Context: an optimization exercise on an open-source flow, tuned for small area and a short achievable clock period. The choices shown serve that exercise and are no tape-out recipe. The RTL was checked by simulation tests, not by an equivalence proof against the original design. Power is estimated from default activity; no workload was simulated.

==> flow/design.v <==
module aoi222(input logic a1, input logic a2, input logic b1, input logic b2,
              input logic c1, input logic c2, output logic y);
assign y = ~((a1 & a2) | (b1 & b2) | (c1 & c2));
endmodule
module rd_bit(input logic [31:1] d, input logic [31:1] s, output logic y);
logic [10:0] n;
genvar g;
generate for (g = 0; g < 10; g++) begin : g_t
	aoi222 u (.a1(d[3*g+1]), .a2(s[3*g+1]), .b1(d[3*g+2]), .b2(s[3*g+2]),
	          .c1(d[3*g+3]), .c2(s[3*g+3]), .y(n[g]));
end endgenerate
assign n[10] = ~(d[31] & s[31]);
assign y = ~&n;
endmodule
module singlecycle(i_clk, i_rst_n, o_pc, i_instr, o_dmem_addr, o_dmem_wdata, o_dmem_we, i_ld_data, o_pc_debug, o_insn_vld);
input  logic        i_clk, i_rst_n;
output logic [31:0] o_pc;
input  logic [31:0] i_instr;
output logic [31:0] o_dmem_addr;
output logic [31:0] o_dmem_wdata;
output logic        o_dmem_we;
input  logic [31:0] i_ld_data;
output logic        o_insn_vld;
output logic [31:0] o_pc_debug;
wire [4:0] opc = i_instr[6:2];
wire [2:0] f3  = i_instr[14:12];
wire [4:0] rd_a  = i_instr[11:7];
wire [4:0] rs1_a = i_instr[19:15];
wire [4:0] rs2_a = i_instr[24:20];
wire is_op     = (opc == 5'b01100);
wire is_opimm  = (opc == 5'b00100);
wire is_load   = (opc == 5'b00000);
wire is_store  = (opc == 5'b01000);
wire is_branch = (opc == 5'b11000);
wire is_jal    = (opc == 5'b11011);
wire is_jalr   = (opc == 5'b11001);
wire is_lui    = (opc == 5'b01101);
wire is_auipc  = (opc == 5'b00101);
assign o_insn_vld = is_op | is_opimm | is_load | is_store | is_branch |
                    is_jal | is_jalr | is_lui | is_auipc;
assign o_dmem_we  = is_store;
wire rd_wren = is_op | is_opimm | is_load | is_jal | is_jalr | is_lui | is_auipc;
wire [31:0] imm_i = {{20{i_instr[31]}}, i_instr[31:20]};
wire [31:0] imm_s = {{20{i_instr[31]}}, i_instr[31:25], i_instr[11:7]};
wire [31:0] imm_b = {{20{i_instr[31]}}, i_instr[7], i_instr[30:25], i_instr[11:8], 1'b0};
wire [31:0] imm_j = {{12{i_instr[31]}}, i_instr[19:12], i_instr[20], i_instr[30:21], 1'b0};
wire [31:0] imm_u = {i_instr[31:12], 12'b0};
logic [31:0] pc, pc_dbg;
logic [31:0] rf [1:31];
logic [31:1] s1, s2;
always_comb
	for (int k = 1; k < 32; k++) begin
		s1[k] = (rs1_a == k[4:0]);
		s2[k] = (rs2_a == k[4:0]);
	end
logic [31:0] rs1, rs2;
genvar b;
generate for (b = 0; b < 32; b++) begin : g_rd
	logic [31:1] col;
	for (genvar k = 1; k < 32; k++) begin : g_col
		assign col[k] = rf[k][b];
	end
	rd_bit u1 (.d(col), .s(s1), .y(rs1[b]));
	rd_bit u2 (.d(col), .s(s2), .y(rs2[b]));
end endgenerate
wire        pcrel   = is_branch | is_jal | is_auipc;
wire        use_rs1 = ~pcrel & ~is_lui;
wire [31:0] base    = (pc & {32{pcrel}}) | (rs1 & {32{use_rs1}});
wire [31:0] imm_x   = is_branch ? imm_b :
                      is_jal    ? imm_j :
                      (is_lui | is_auipc) ? imm_u :
                      is_store  ? imm_s : imm_i;
wire [31:0] tgt     = base + imm_x;
assign o_dmem_addr  = tgt;
assign o_dmem_wdata = rs2;
wire        use_imm = ~i_instr[5];             
wire [31:0] opb     = use_imm ? imm_i : rs2;
wire        sub     = is_branch | (f3[2:1] == 2'b01) | (is_op & (f3 == 3'b000) & i_instr[30]);
wire [31:0] opbx    = opb ^ {32{sub}};
wire [32:0] sum     = {1'b0, rs1} + {1'b0, opbx} + {32'b0, sub};
wire        ltu     = ~sum[32];
wire        lt      = (rs1[31] ^ opb[31]) ? rs1[31] : sum[31];
wire [31:0] x_xor   = rs1 ^ opb;
wire        eq      = (x_xor == 32'b0);
wire [4:0]  shamt   = opb[4:0];
wire        left    = ~f3[2];
wire        fill    = f3[2] & i_instr[30] & rs1[31];
logic [31:0] sh_in, sh1, sh2, sh4, sh8, sh16, sh_out;
always_comb begin
	for (int k = 0; k < 32; k++) sh_in[k] = left ? rs1[31-k] : rs1[k];
	sh1  = shamt[0] ? {fill, sh_in[31:1]}       : sh_in;
	sh2  = shamt[1] ? {{2{fill}}, sh1[31:2]}    : sh1;
	sh4  = shamt[2] ? {{4{fill}}, sh2[31:4]}    : sh2;
	sh8  = shamt[3] ? {{8{fill}}, sh4[31:8]}    : sh4;
	sh16 = shamt[4] ? {{16{fill}}, sh8[31:16]}  : sh8;
	for (int k = 0; k < 32; k++) sh_out[k] = left ? sh16[31-k] : sh16[k];
end
logic [31:0] alu;
always_comb begin
	case (f3)
		3'b000: alu = sum[31:0];
		3'b001: alu = sh_out;
		3'b010: alu = {31'b0, lt};
		3'b011: alu = {31'b0, ltu};
		3'b100: alu = x_xor;
		3'b101: alu = sh_out;
		3'b110: alu = rs1 | opb;
		default: alu = rs1 & opb;
	endcase
end
wire [31:0] pc4    = {pc[31:2] + 30'd1, pc[1:0]};
wire        taken  = (f3[2] ? (f3[1] ? ltu : lt) : eq) ^ f3[0];
wire        jump   = is_jal | is_jalr | (is_branch & taken);
wire [31:0] pc_nxt = jump ? tgt : pc4;
wire [31:0] wb = is_load ? i_ld_data :
                 (is_lui | is_auipc) ? tgt :
                 (is_jal | is_jalr) ? pc4 : alu;
wire [31:0] wd = wb & {32{i_rst_n}};
wire        we = rd_wren | ~i_rst_n;
always_ff @(posedge i_clk) begin
	for (int k = 1; k < 32; k++)
		if (we & (~i_rst_n | (rd_a == k[4:0])))
			rf[k] <= wd;
end
always_ff @(posedge i_clk) begin
	if (!i_rst_n) begin
		pc     <= 32'b0;
		pc_dbg <= 32'b0;
	end else begin
		pc     <= pc_nxt;
		pc_dbg <= pc;
	end
end
assign o_pc       = pc;
assign o_pc_debug = pc_dbg;
endmodule
clock: 28.0 ns
lec_check: 0
cap_margin: 20
core_margin: 2
core_utilization: 30
place_density: 0.5
setup_slack_margin: 1.0
slew_margin: 20
synth_hierarchical: 1
synth_minimum_keep_size: 0
run.sh (not shown) runs the stock make flow with config.mk's settings and CLKGATE_MAP_FILE= SYNTH_SCRIPT=/design/flow/synth_recipe.tcl, a recipe that flattens the netlist after the stock synthesis.
The baseline passed the timing, DRC and antenna checks.
Rerun with:
==> flow/flow/run.sh (new file) <==
#!/bin/bash
set -euo pipefail
MARGIN=$(cat flow/margin.txt)
bash standard.sh SETUP_SLACK_MARGIN=$MARGIN finish > flow_make.log 2>&1
==> flow/flow/margin.txt (new file) <==
13
==> flow/standard.sh (new file) <==
#!/bin/bash
# synth_recipe.tcl (not shown) runs the flow's synth.tcl, then flattens the netlist and writes it again
# the make line also repeats each setting of config.mk as NAME=value (left out here)
make -C /OpenROAD-flow-scripts/flow DESIGN_CONFIG=/design/flow/config.mk WORK_HOME=/design/flow/orfs CLKGATE_MAP_FILE= SYNTH_SCRIPT=/design/flow/synth_recipe.tcl "${@:-finish}"
--- a/flow/config.mk
+++ b/flow/config.mk
@@ -12 +11,0 @@
-export SETUP_SLACK_MARGIN = 1.0
removed: flow/run.sh
Outcome: The new run completed without violations. Register-to-register slack got worse by 200 ps. Power came out higher by about 3.3%. Wire length came out higher by 2.8%. Sequential power is about the same. Synthesized area is unchanged. Maximum frequency came out higher by about 17%. Setup slack improved by 2800 ps. Design area came out higher by about 4.5%. First-iteration DRC count came out higher by 7.2%.

---

Setup of the baseline:
singlecycle, a different RTL version from the one above (not shown whole).
Size in the first run: roughly 3,900 cells after synthesis, ~200 I/O pins, ~51,000 um2 of cells after synthesis.
export LEC_CHECK = 0
export CAP_MARGIN = 20
export CORE_MARGIN = 2
export CORE_UTILIZATION = 55
export PLACE_DENSITY = 0.68
export SLEW_MARGIN = 20
export SYNTH_HIERARCHICAL = 1
export SYNTH_MINIMUM_KEEP_SIZE = 0
create_clock -name core_clock -period 28.0 [get_ports {i_clk}]
standard.sh (not shown) runs the stock make flow with config.mk's settings and CLKGATE_MAP_FILE= SYNTH_SCRIPT=/design/flow/synth_recipe.tcl, a recipe that flattens the netlist after the stock synthesis.
==> flow/flow/run.sh <==
#!/bin/bash
# Own flow: the standard ORFS layout (standard synthesis unchanged) with
#  - small port buffers (buf_2) instead of the default delay-cell buffers;
#  - a clock tree of clkbuf_16 over larger sink clusters, no dummy loads.
# The make output goes to flow_make.log; ORFS keeps each step's log in orfs/logs.
set -euo pipefail
MARGIN=$(cat flow/margin.txt)
export BUFFER_PORTS_ARGS="-buffer_cell sky130_fd_sc_hd__buf_2"
export CTS_ARGS="-sink_clustering_enable -repair_clock_nets -dont_use_dummy_load -buf_list sky130_fd_sc_hd__clkbuf_16 -root_buf sky130_fd_sc_hd__clkbuf_16 -sink_clustering_size 24 -sink_clustering_max_diameter 80"
bash standard.sh SETUP_SLACK_MARGIN=$MARGIN "BUFFER_PORTS_ARGS=$BUFFER_PORTS_ARGS" "CTS_ARGS=$CTS_ARGS" finish > flow_make.log 2>&1
==> flow/flow/margin.txt <==
14
The baseline | status: complete | timing, DRC, antenna: pass
Here is what was changed in the inputs of the candidate compared with the baseline.
==> flow/flow/margin.txt <==
13
Findings:
- Lower first-iteration DRC count goes to the candidate over the baseline.
- Run comparison: the candidate slowest cell on the critical path sky130_fd_sc_hd__nor3_2; the baseline slowest cell on the critical path sky130_fd_sc_hd__a222oi_1
- Summary — leakage power, the candidate relative to the baseline: lower, by 5.7%.
- Higher total routed wirelength was reported by the baseline, not the candidate.
- Net count reported at finish, the baseline and the candidate: lower on the candidate
- On fraction of final layout cells sized beyond drive strength 1, the higher figure sits with the baseline, not the candidate.
- Going from the baseline to the candidate, utilization after layout shrinks by 3.3 points.
- Going from the baseline to the candidate, critical path depth now sits lower; worst-case hold slack now sits higher.

---

singlecycle, a different RTL version from the one above (not shown whole).
Size: about 3,900 cells after synthesis, roughly 1,100 flip-flops.
Settings: LEC_CHECK=0, CAP_MARGIN=20, CORE_MARGIN=2, CORE_UTILIZATION=55, PLACE_DENSITY=0.68, SLEW_MARGIN=20, SYNTH_HIERARCHICAL=1, SYNTH_MINIMUM_KEEP_SIZE=0; clock period 28.0 ns.
==> flow/flow/run.sh <==
#!/bin/bash
# Own flow: the standard ORFS layout (standard synthesis unchanged) with
#  - small port buffers (buf_1) instead of the default delay-cell buffers;
#  - a clock tree of clkbuf_16 over larger sink clusters, no dummy loads.
# The make output goes to flow_make.log; ORFS keeps each step's log in orfs/logs.
set -euo pipefail
MARGIN=$(cat flow/margin.txt)
export BUFFER_PORTS_ARGS="-buffer_cell sky130_fd_sc_hd__buf_1"
export CTS_ARGS="-sink_clustering_enable -repair_clock_nets -dont_use_dummy_load -buf_list sky130_fd_sc_hd__clkbuf_16 -root_buf sky130_fd_sc_hd__clkbuf_16 -sink_clustering_size 24 -sink_clustering_max_diameter 80"
bash standard.sh SETUP_SLACK_MARGIN=$MARGIN "BUFFER_PORTS_ARGS=$BUFFER_PORTS_ARGS" "CTS_ARGS=$CTS_ARGS" finish > flow_make.log 2>&1
==> flow/flow/margin.txt <==
13
Change:
==> flow/flow/run.sh (replaced) <==
#!/bin/bash
# Own flow: the standard ORFS layout (standard synthesis unchanged) with
#  - small port buffers (buf_2) instead of the default delay-cell buffers;
#  - a clock tree of clkbuf_16 over larger sink clusters, no dummy loads.
# The make output goes to flow_make.log; ORFS keeps each step's log in orfs/logs.
set -euo pipefail
MARGIN=$(cat flow/margin.txt)
export BUFFER_PORTS_ARGS="-buffer_cell sky130_fd_sc_hd__buf_2"
export CTS_ARGS="-sink_clustering_enable -repair_clock_nets -dont_use_dummy_load -buf_list sky130_fd_sc_hd__clkbuf_16 -root_buf sky130_fd_sc_hd__clkbuf_16 -sink_clustering_size 24 -sink_clustering_max_diameter 80"
bash standard.sh SETUP_SLACK_MARGIN=$MARGIN "BUFFER_PORTS_ARGS=$BUFFER_PORTS_ARGS" "CTS_ARGS=$CTS_ARGS" finish > flow_make.log 2>&1
After rerunning: Total power rose by about 0.56%; via count climbs by 1.1%; wire length rises by 1.0%; fmax stays flat; clock power goes up by about 0.5%; area after synthesis is unchanged; design area grows by about 1.7%.

what the ideal ports hide:
The flow's constraints put no driver on any port. The routed layouts listed below were extracted and timed again, unchanged, in two steps. Step 1 assumes that a clkbuf_16 drives the clock port and a buf_2 every other input. Step 2 adds t to the input delays and takes it off the output delays; t is the mean of the earliest and latest rising clock arrival at the registers after step 1. Input paths then give back, and output paths get back, about the clock's delay inside the block. Three values: no drivers, after step 1, after step 2; two values: the first two.
run	t, ns	setup slack, ns	hold WS [ns]	clock arrival spread, ns	worst register clock-pin slew, ns
the first run of note 1	0.801	9.014 / 8.993 / 8.993	0.539 / 0.539 / 0.539	0.094 / 0.094	0.07 / 0.07
the second run of note 1	0.809	11.768 / 11.681 / 11.681	0.536 / 0.536 / 0.536	0.083 / 0.083	0.08 / 0.08
the baseline	0.735	13.169 / 13.026 / 13.026	0.551 / 0.551 / 0.551	0.150 / 0.151	0.10 / 0.10
the candidate	0.728	12.900 / 12.804 / 12.804	0.555 / 0.555 / 0.555	0.141 / 0.142	0.10 / 0.10
the first run of note 3	0.732	12.931 / 12.868 / 12.868	0.492 / 0.492 / 0.492	0.146 / 0.146	0.10 / 0.10
the second run of note 3	0.767	12.928 / 12.793 / 12.793	0.502 / 0.502 / 0.502	0.150 / 0.151	0.10 / 0.10
After both steps every run listed still meets setup and hold. For the baseline, which loses most, drivers alone change the setup slack by -0.143 ns; drivers and shift together by -0.143 ns.
